What follows belongs to an exercise in optimizing a design on an open flow for small area; a production flow would make more cautious choices.
Only simulation tests tie the RTL to the original design; equivalence was not proved.
Power figures rest on the tool's default switching activity, not on a simulated workload.

## north
## Snake
module Snake(input up, input down, input left, input right, input reset, input clk,
output reg B, output reg R, output VS, output HS, output reg G, output [3:0] AN, output [6:0] seven,
input speed1, input speed2, input level1, input level2);
Size in the first run: about 3,400 cells after synthesis.
clock: 12.0 ns
lec_check: 0
abc_area: 1
cap_margin: 20
core_margin: 2
core_utilization: 60
slew_margin: 20
standard.sh (not shown) runs the stock make flow with config.mk's settings and CLKGATE_MAP_FILE= SYNTH_SCRIPT=/design/flow/synth_recipe.tcl, a recipe that flattens the netlist after the stock synthesis.
==> flow/flow/run.sh <==
#!/bin/bash
# Layout flow: the standard synthesis; then the combinational logic between the
# registers is re-mapped with area-oriented ABC scripts (the registers, their names
# and cell types stay as the standard synthesis made them) and the smallest result is
# kept; then the standard layout, with a clock tree built from fewer, larger clusters.
# Each tool's output goes to a log file of its own in the work folder.
set -euo pipefail
WORK=$(pwd)
R=$WORK/orfs/results/$FLOW_PLATFORM/Snake/base
LIB=$FLOW_HOME/platforms/$FLOW_PLATFORM/lib/sky130_fd_sc_hd__tt_025C_1v80.lib

bash standard.sh synth > $WORK/flow_synth.log 2>&1
cp $R/1_2_yosys.v $WORK/standard_1_2_yosys.v

best=""; best_area=""
pids=()
for s in $WORK/flow/*.abc; do
  n=$(basename $s .abc)
  sed -e "s#@LIB@#$LIB#g" -e "s#@IN@#$WORK/standard_1_2_yosys.v#g" -e "s#@OUT@#$WORK/reopt_$n.v#g" \
      -e "s#@ABC@#$s#g" $WORK/flow/reopt.ys > $WORK/reopt_$n.ys
  ( timeout 1200 yosys -s $WORK/reopt_$n.ys > $WORK/flow_reopt_$n.log 2>&1 || true ) &
  pids+=($!)
done
for p in "${pids[@]}"; do wait $p || true; done
for s in $WORK/flow/*.abc; do
  n=$(basename $s .abc)
  f=$WORK/reopt_$n.v.after.stat
  [[ -s $WORK/reopt_$n.v && -f $f ]] || continue
  a=$(grep "Chip area for top module" $f | awk '{print $NF}')
  echo "$n $a" >> $WORK/reopt_areas.txt
  if [[ -z "$best_area" ]] || awk "BEGIN{exit !($a < $best_area)}"; then best=$n; best_area=$a; fi
done
echo "chosen: $best $best_area" >> $WORK/reopt_areas.txt
if [[ -n "$best" ]]; then
  cp $WORK/reopt_$best.v $R/1_2_yosys.v
  rm -f $R/1_synth.odb $R/1_synth.sdc
fi

if [[ -f $WORK/flow/cts_args.txt ]]; then
  export CTS_ARGS="$(cat $WORK/flow/cts_args.txt)"
fi
export BUFFER_PORTS_ARGS="-buffer_cell sky130_fd_sc_hd__buf_1"
bash standard.sh finish > $WORK/flow_finish.log 2>&1
==> flow/flow/cts_args.txt <==
-sink_clustering_enable -repair_clock_nets -dont_use_dummy_load -buf_list sky130_fd_sc_hd__clkbuf_4 -sink_clustering_size 10 -sink_clustering_max_diameter 40
==> flow/flow/k.abc <==
strash; ifraig; scorr; dc2; strash; balance; rewrite; refactor; balance; rewrite; rewrite -z; balance; refactor -z; rewrite -z; balance; dch -f; amap; topo
Other scripts of this flow, unchanged in this note and not shown: flow/flow/reopt.ys
In summary, north completed successfully, with a layout that passed the timing, DRC and antenna checks.
> inputs changed (north -> south)
Settings: CTS_CLUSTER_SIZE newly set to 30; CTS_BUF_LIST newly set to sky130_fd_sc_hd__clkbuf_8.
==> flow/flow/run.sh <==
#!/bin/bash
# Layout flow: the standard synthesis, then the combinational logic between the
# registers is re-mapped with an area-oriented ABC script (registers, their names and
# cell types are kept as the standard synthesis made them), then the standard layout.
# Each tool's output goes to a log file of its own in the work folder.
set -euo pipefail
WORK=$(pwd)
R=$WORK/orfs/results/$FLOW_PLATFORM/Snake/base
LIB=$FLOW_HOME/platforms/$FLOW_PLATFORM/lib/sky130_fd_sc_hd__tt_025C_1v80.lib

bash standard.sh synth > $WORK/flow_synth.log 2>&1

cp $R/1_2_yosys.v $WORK/standard_1_2_yosys.v
sed -e "s#@LIB@#$LIB#g" -e "s#@IN@#$WORK/standard_1_2_yosys.v#g" -e "s#@OUT@#$WORK/reopt.v#g" \
    -e "s#@ABC@#$WORK/flow/area.abc#g" $WORK/flow/reopt.ys > $WORK/reopt_run.ys
yosys -s $WORK/reopt_run.ys > $WORK/flow_reopt.log 2>&1

cp $WORK/reopt.v $R/1_2_yosys.v
rm -f $R/1_synth.odb $R/1_synth.sdc
bash standard.sh finish > $WORK/flow_finish.log 2>&1
==> flow/flow/area.abc (new file) <==
strash; ifraig; scorr; dc2; strash; balance; rewrite; refactor; balance; rewrite; rewrite -z; balance; refactor -z; rewrite -z; balance; dch -f; amap; topo
removed: flow/flow/cts_args.txt
removed: flow/flow/k.abc
--- outcome ---
north completed; timing, DRC and antenna clean. south: full flow OK, the timing, DRC and antenna checks passed. Comparing the two runs side by side, south comes out ahead of north on register-to-register slack. Looking at remaining max-slew budget at the tightest pin across both flows, south is the stronger of the two, with north trailing. On number of placed cells counting well taps, north and south are neck and neck. north → south: count of cell instances traversed by the critical path closely matched the old numbers, global routing usage on met1 increased by 1.1 points relative to the old numbers, total global routing track utilization increased by 0.51 points relative to the old numbers, total congestion overflow closely matched the old numbers. north → south: clock share of power grew by 14 points; overall power grew by about 24%.
Here is what was changed in the inputs of east compared with south.
Settings: CTS_CLUSTER_SIZE no longer set, was 30; CTS_BUF_LIST no longer set, was sky130_fd_sc_hd__clkbuf_8.
==> flow/flow/run.sh <==
#!/bin/bash
# Layout flow: the standard synthesis; then the combinational logic between the
# registers is re-mapped with area-oriented ABC scripts (the registers, their names
# and cell types stay as the standard synthesis made them) and the smallest result is
# kept; then the standard layout, with a clock tree built from fewer, larger clusters.
# Each tool's output goes to a log file of its own in the work folder.
set -euo pipefail
WORK=$(pwd)
R=$WORK/orfs/results/$FLOW_PLATFORM/Snake/base
LIB=$FLOW_HOME/platforms/$FLOW_PLATFORM/lib/sky130_fd_sc_hd__tt_025C_1v80.lib

bash standard.sh synth > $WORK/flow_synth.log 2>&1
cp $R/1_2_yosys.v $WORK/standard_1_2_yosys.v

best=""; best_area=""
pids=()
for s in $WORK/flow/*.abc; do
  n=$(basename $s .abc)
  sed -e "s#@LIB@#$LIB#g" -e "s#@IN@#$WORK/standard_1_2_yosys.v#g" -e "s#@OUT@#$WORK/reopt_$n.v#g" \
      -e "s#@ABC@#$s#g" $WORK/flow/reopt.ys > $WORK/reopt_$n.ys
  ( timeout 1200 yosys -s $WORK/reopt_$n.ys > $WORK/flow_reopt_$n.log 2>&1 || true ) &
  pids+=($!)
done
for p in "${pids[@]}"; do wait $p || true; done
for s in $WORK/flow/*.abc; do
  n=$(basename $s .abc)
  f=$WORK/reopt_$n.v.after.stat
  [[ -s $WORK/reopt_$n.v && -f $f ]] || continue
  a=$(grep "Chip area for top module" $f | awk '{print $NF}')
  echo "$n $a" >> $WORK/reopt_areas.txt
  if [[ -z "$best_area" ]] || awk "BEGIN{exit !($a < $best_area)}"; then best=$n; best_area=$a; fi
done
echo "chosen: $best $best_area" >> $WORK/reopt_areas.txt
if [[ -n "$best" ]]; then
  cp $WORK/reopt_$best.v $R/1_2_yosys.v
  rm -f $R/1_synth.odb $R/1_synth.sdc
fi

if [[ -f $WORK/flow/cts_args.txt ]]; then
  export CTS_ARGS="$(cat $WORK/flow/cts_args.txt)"
fi
bash standard.sh finish > $WORK/flow_finish.log 2>&1
==> flow/flow/cts_args.txt (new file) <==
-sink_clustering_enable -repair_clock_nets -dont_use_dummy_load -buf_list sky130_fd_sc_hd__clkbuf_8 -sink_clustering_size 20 -sink_clustering_max_diameter 50
==> flow/flow/k.abc (new file) <==
strash; ifraig; scorr; dc2; strash; balance; rewrite; refactor; balance; rewrite; rewrite -z; balance; refactor -z; rewrite -z; balance; dch -f; amap; topo
removed: flow/flow/area.abc
--- outcome ---
- Count of non-filler cells in the finished layout was lower in east than in south.
- The hold slack in east sits 0.014 ns below the value recorded for south.
- Summary of east over south: area of the placeable core comparable; routed wire length now smaller; final setup slack of the worst path now larger; first-iteration DRC count now larger.
- south has higher cell area than east.
- east vs south, shortest clock period the worst path allows after layout went down by 0.024 ns.
Input-level comparison between west and east:
Settings: CORE_UTILIZATION changed from 60 to 75.
diff --git a/flow/flow/run.sh b/flow/flow/run.sh
--- a/flow/flow/run.sh
+++ b/flow/flow/run.sh
@@ -41,0 +42 @@
+export BUFFER_PORTS_ARGS="-buffer_cell sky130_fd_sc_hd__buf_1"
==> flow/flow/cts_args.txt <==
-sink_clustering_enable -repair_clock_nets -dont_use_dummy_load -buf_list sky130_fd_sc_hd__clkbuf_8 -sink_clustering_size 18 -sink_clustering_max_diameter 50
==> comparison <==
east → west: non-clock buffer instance count of the final layout has decreased; combinational power comparable.
Re cell count after synthesis: no difference whatsoever between east and west.

* * *

Setup of build 15:
Snake again, from the RTL that the note above started with.
// Snake
module Snake(input up, input down, input left, input right, input reset, input clk,
output reg B, output reg R, output VS, output HS, output reg G, output [3:0] AN, output [6:0] seven,
input speed1, input speed2, input level1, input level2);
reg [9:0] hc_r, vc_r;    
wire [10:0] hc = {1'b0, hc_r};
wire [10:0] vc = {1'b0, vc_r};
reg blank, hs_r, vs_r;
assign HS = hs_r;
assign VS = vs_r;
wire h_end = (hc == 11'd800);
always @(posedge clk) begin
	if (reset) begin
		hc_r <= 10'd0; vc_r <= 10'd0; blank <= 1'b0; hs_r <= 1'b1; vs_r <= 1'b1;
	end else begin
		hc_r <= h_end ? 10'd0 : hc_r + 10'd1;
		if (h_end) vc_r <= (vc_r == 10'd525) ? 10'd0 : vc_r + 10'd1;
		blank <= ~(hc < 11'd640 && vc < 11'd480);
		hs_r <= ~(hc >= 11'd648 && hc < 11'd744);
		vs_r <= ~(vc >= 11'd482 && vc < 11'd484);
	end
end
wire vis = ~blank;
wire [8:0] hq = hc[10:2];
wire [1:0] hr = hc[1:0];
wire [8:0] vq = vc[10:2];
wire [1:0] vr = vc[1:0];
reg [18:0] slow_count;
reg slow_clk, slow_clk_d;
reg [1:0] level;
wire [18:0] slow_next = slow_count + 19'd1;
always @(posedge clk) begin
  ...
==> flow/config.mk <==
export PLATFORM = sky130hd
export DESIGN_NAME = Snake
export DESIGN_NICKNAME = Snake
export VERILOG_FILES = /design/flow/design.v
export SDC_FILE = /design/flow/constraint.sdc
export NUM_CORES = 4
export LEC_CHECK = 0
export ABC_AREA = 1
export CAP_MARGIN = 20
export CORE_MARGIN = 2
export CORE_UTILIZATION = 60
export SLEW_MARGIN = 20
==> flow/constraint.sdc <==
create_clock -name core_clock -period 12.0 [get_ports {clk}]
set_input_delay 2.4000 -clock core_clock [delete_from_list [all_inputs] [get_ports {clk}]]
set_output_delay 2.4000 -clock core_clock [all_outputs]
set_load 0.01 [all_outputs]
==> flow/flow/run.sh <==
#!/bin/bash
# Layout flow: the standard synthesis; then the combinational logic between the
# registers is re-mapped with area-oriented ABC scripts (the registers, their names
# and cell types stay as the standard synthesis made them) and the smallest result is
# kept; then the standard layout, with a clock tree built from fewer, larger clusters.
# Each tool's output goes to a log file of its own in the work folder.
set -euo pipefail
WORK=$(pwd)
R=$WORK/orfs/results/$FLOW_PLATFORM/Snake/base
LIB=$FLOW_HOME/platforms/$FLOW_PLATFORM/lib/sky130_fd_sc_hd__tt_025C_1v80.lib

bash standard.sh synth > $WORK/flow_synth.log 2>&1
cp $R/1_2_yosys.v $WORK/standard_1_2_yosys.v

best=""; best_area=""
pids=()
for s in $WORK/flow/*.abc; do
  n=$(basename $s .abc)
  sed -e "s#@LIB@#$LIB#g" -e "s#@IN@#$WORK/standard_1_2_yosys.v#g" -e "s#@OUT@#$WORK/reopt_$n.v#g" \
      -e "s#@ABC@#$s#g" $WORK/flow/reopt.ys > $WORK/reopt_$n.ys
  ( timeout 1200 yosys -s $WORK/reopt_$n.ys > $WORK/flow_reopt_$n.log 2>&1 || true ) &
  pids+=($!)
done
for p in "${pids[@]}"; do wait $p || true; done
for s in $WORK/flow/*.abc; do
  n=$(basename $s .abc)
  f=$WORK/reopt_$n.v.after.stat
  [[ -s $WORK/reopt_$n.v && -f $f ]] || continue
  a=$(grep "Chip area for top module" $f | awk '{print $NF}')
  echo "$n $a" >> $WORK/reopt_areas.txt
  if [[ -z "$best_area" ]] || awk "BEGIN{exit !($a < $best_area)}"; then best=$n; best_area=$a; fi
done
echo "chosen: $best $best_area" >> $WORK/reopt_areas.txt
if [[ -n "$best" ]]; then
  cp $WORK/reopt_$best.v $R/1_2_yosys.v
  rm -f $R/1_synth.odb $R/1_synth.sdc
fi

if [[ -f $WORK/flow/cts_args.txt ]]; then
  export CTS_ARGS="$(cat $WORK/flow/cts_args.txt)"
fi
bash standard.sh finish > $WORK/flow_finish.log 2>&1
==> flow/flow/cts_args.txt <==
-sink_clustering_enable -repair_clock_nets -dont_use_dummy_load -buf_list sky130_fd_sc_hd__clkbuf_16 -sink_clustering_size 30 -sink_clustering_max_diameter 60
Other scripts of this flow, unchanged in this note and not shown: flow/flow/k.abc, flow/flow/reopt.ys
Edits applied to the flow inputs when going from build 15 to build 86:
--- a/flow/flow/run.sh
+++ b/flow/flow/run.sh
@@ -5 +5,2 @@
-# kept; then the standard layout, with a clock tree built from fewer, larger clusters.
+# kept; then the standard layout, with a clock tree built from fewer, larger clusters
+# and the smallest buffer on each port.
@@ -41,0 +43 @@
+export BUFFER_PORTS_ARGS="-buffer_cell sky130_fd_sc_hd__buf_1"
==> flow/flow/cts_args.txt <==
-sink_clustering_enable -repair_clock_nets -dont_use_dummy_load -buf_list sky130_fd_sc_hd__clkbuf_8 -sink_clustering_size 18 -sink_clustering_max_diameter 50
==> flow/flow/d1.abc (new file) <==
strash; ifraig; scorr; dc2; balance; rewrite; refactor; balance; rewrite; rewrite -z; balance; refactor -z; rewrite -z; balance; &get -n; &deepsyn -T 150 -S 1; &put; dch -f; amap; topo
==> flow/flow/d2.abc (new file) <==
strash; ifraig; scorr; dc2; balance; rewrite; refactor; balance; rewrite; rewrite -z; balance; refactor -z; rewrite -z; balance; &get -n; &deepsyn -T 150 -S 2; &put; dch -f; amap; topo
==> flow/flow/d3.abc (new file) <==
strash; &get -n; &deepsyn -T 150 -S 3; &put; dch -f; amap; topo
==> flow/flow/d4.abc (new file) <==
strash; ifraig; scorr; dc2; balance; rewrite; refactor; balance; rewrite; rewrite -z; balance; refactor -z; rewrite -z; balance; &get -n; &deepsyn -T 150 -S 4; &put; strash; dc2; dch -f; amap; topo
## What came out
Build 86 vs build 15: cell count down by a few percent
Diff build 15 -> build 86: clock buffer count in the final layout moved up, normalized max-slew margin moved down.
Between build 86 and build 15, buffering stage count on the worst path with inverters included is lower for build 86, build 15 comes in above that.
Between build 86 and build 15, the first-pass GRT wire length is lower for build 86.
Delta (build 86 minus build 15): area of the placeable core saw a decrease, setup slack saw an increase, data-path buffer share of cell area in the final layout saw a decrease, cell internal power dissipation saw a decrease.
Edits applied to the flow inputs when going from build 86 to build 24:
--- a/flow/flow/run.sh
+++ b/flow/flow/run.sh
@@ -5,2 +5 @@
-# kept; then the standard layout, with a clock tree built from fewer, larger clusters
-# and the smallest buffer on each port.
+# kept; then the standard layout, with a clock tree built from fewer, larger clusters.
removed: flow/flow/d1.abc
removed: flow/flow/d2.abc
removed: flow/flow/d3.abc
removed: flow/flow/d4.abc
[summary]
Between build 24 and build 86, it is build 24 whose worst hold slack is lower, by 21 ps.
Per the comparison of build 24 with build 86, total number of nets in the final design went up by 241; sequential share of layout area dropped 2.3 points; detailed-routed wire length on met2 grew by 11%.
Relative to build 24, the following input files were edited for build 84:
--- a/flow/flow/run.sh
+++ b/flow/flow/run.sh
@@ -5 +5,2 @@
-# kept; then the standard layout, with a clock tree built from fewer, larger clusters.
+# kept; then the standard layout, with a clock tree built from fewer, larger clusters
+# and the smallest buffer on each port.
==> flow/flow/cts_args.txt <==
-sink_clustering_enable -repair_clock_nets -dont_use_dummy_load -buf_list sky130_fd_sc_hd__clkbuf_4 -sink_clustering_size 10 -sink_clustering_max_diameter 40
==> flow/flow/d2.abc (new file) <==
strash; ifraig; scorr; dc2; balance; rewrite; refactor; balance; rewrite; rewrite -z; balance; refactor -z; rewrite -z; balance; &get -n; &deepsyn -T 200 -S 2; &put; dch -f; amap; topo
==> flow/flow/d7.abc (new file) <==
strash; ifraig; scorr; dc2; balance; rewrite; refactor; balance; rewrite; rewrite -z; balance; refactor -z; rewrite -z; balance; &get -n; &deepsyn -T 200 -S 7; &put; dch -f; amap; topo
==> flow/flow/d8.abc (new file) <==
strash; ifraig; scorr; dc2; balance; rewrite; refactor; balance; rewrite; rewrite -z; balance; refactor -z; rewrite -z; balance; &get -n; &deepsyn -T 200 -S 8; &put; dch -f; amap; topo
==> flow/flow/d9.abc (new file) <==
strash; ifraig; scorr; dc2; balance; rewrite; refactor; balance; rewrite; rewrite -z; balance; refactor -z; rewrite -z; balance; &get -n; &deepsyn -T 200 -S 9; &put; strash; dc2; dch -f; amap; topo
==> comparison <==
Taking build 24 as the reference point, the global-route usage of build 84 falls by 0.83 points. Compared to build 24, the router laid down less metal wire for build 84. Changes observed in build 84 relative to build 24: slew at the pin with the worst max-slew slack moved down, synthesized cell count moved down. Looking only at instance area after placement, and setting everything else aside, the higher value of build 24 and build 84 goes to build 24. Build 84 vs build 24: non-clock buffer count in the final layout down by more than 10%. Total power: build 84 vs build 24 down 5.9%.

## static timing again, ports no longer ideal
In the flow no input, the clock included, has a driving cell. The finished layouts below were timed again as built, in two steps.
Step 1: set_driving_cell puts a clkbuf_16 on clk and a buf_2 on each other input, an assumption about the parent block.
Step 2 adds t to the input delays and takes it off the output delays; t is the mean of the earliest and latest rising clock arrival at the registers after step 1. Input paths then give back, and output paths get back, about the clock's delay inside the block.
a / b / c = ideal / step 1 / step 2; a / b = the first two.
run | t (ns) | slack for setup (ns) | worst setup path at the end | cell pins on the clock port's net
north | 0.848 | 5.158 / 5.158 / 5.158 | register to register | 1
south | 0.747 | 5.206 / 5.206 / 5.206 | register to register | 1
east | 0.715 | 5.230 / 5.230 / 5.230 | register to register | 1
west | 0.693 | 5.300 / 5.300 / 5.300 | register to register | 1
build 15 | 0.629 | 5.288 / 5.288 / 5.288 | register to register | 1
build 86 | 0.720 | 5.409 / 5.409 / 4.796 | input to register | 1
build 24 | 0.710 | 5.117 / 5.117 / 5.117 | register to register | 1
build 84 | 0.860 | 6.186 / 6.186 / 6.014 | input to register | 1
After both steps every run listed still meets setup and hold. The setup slack of build 86, which loses most, moves by 0.000 ns with the drivers and by -0.613 ns with both steps.
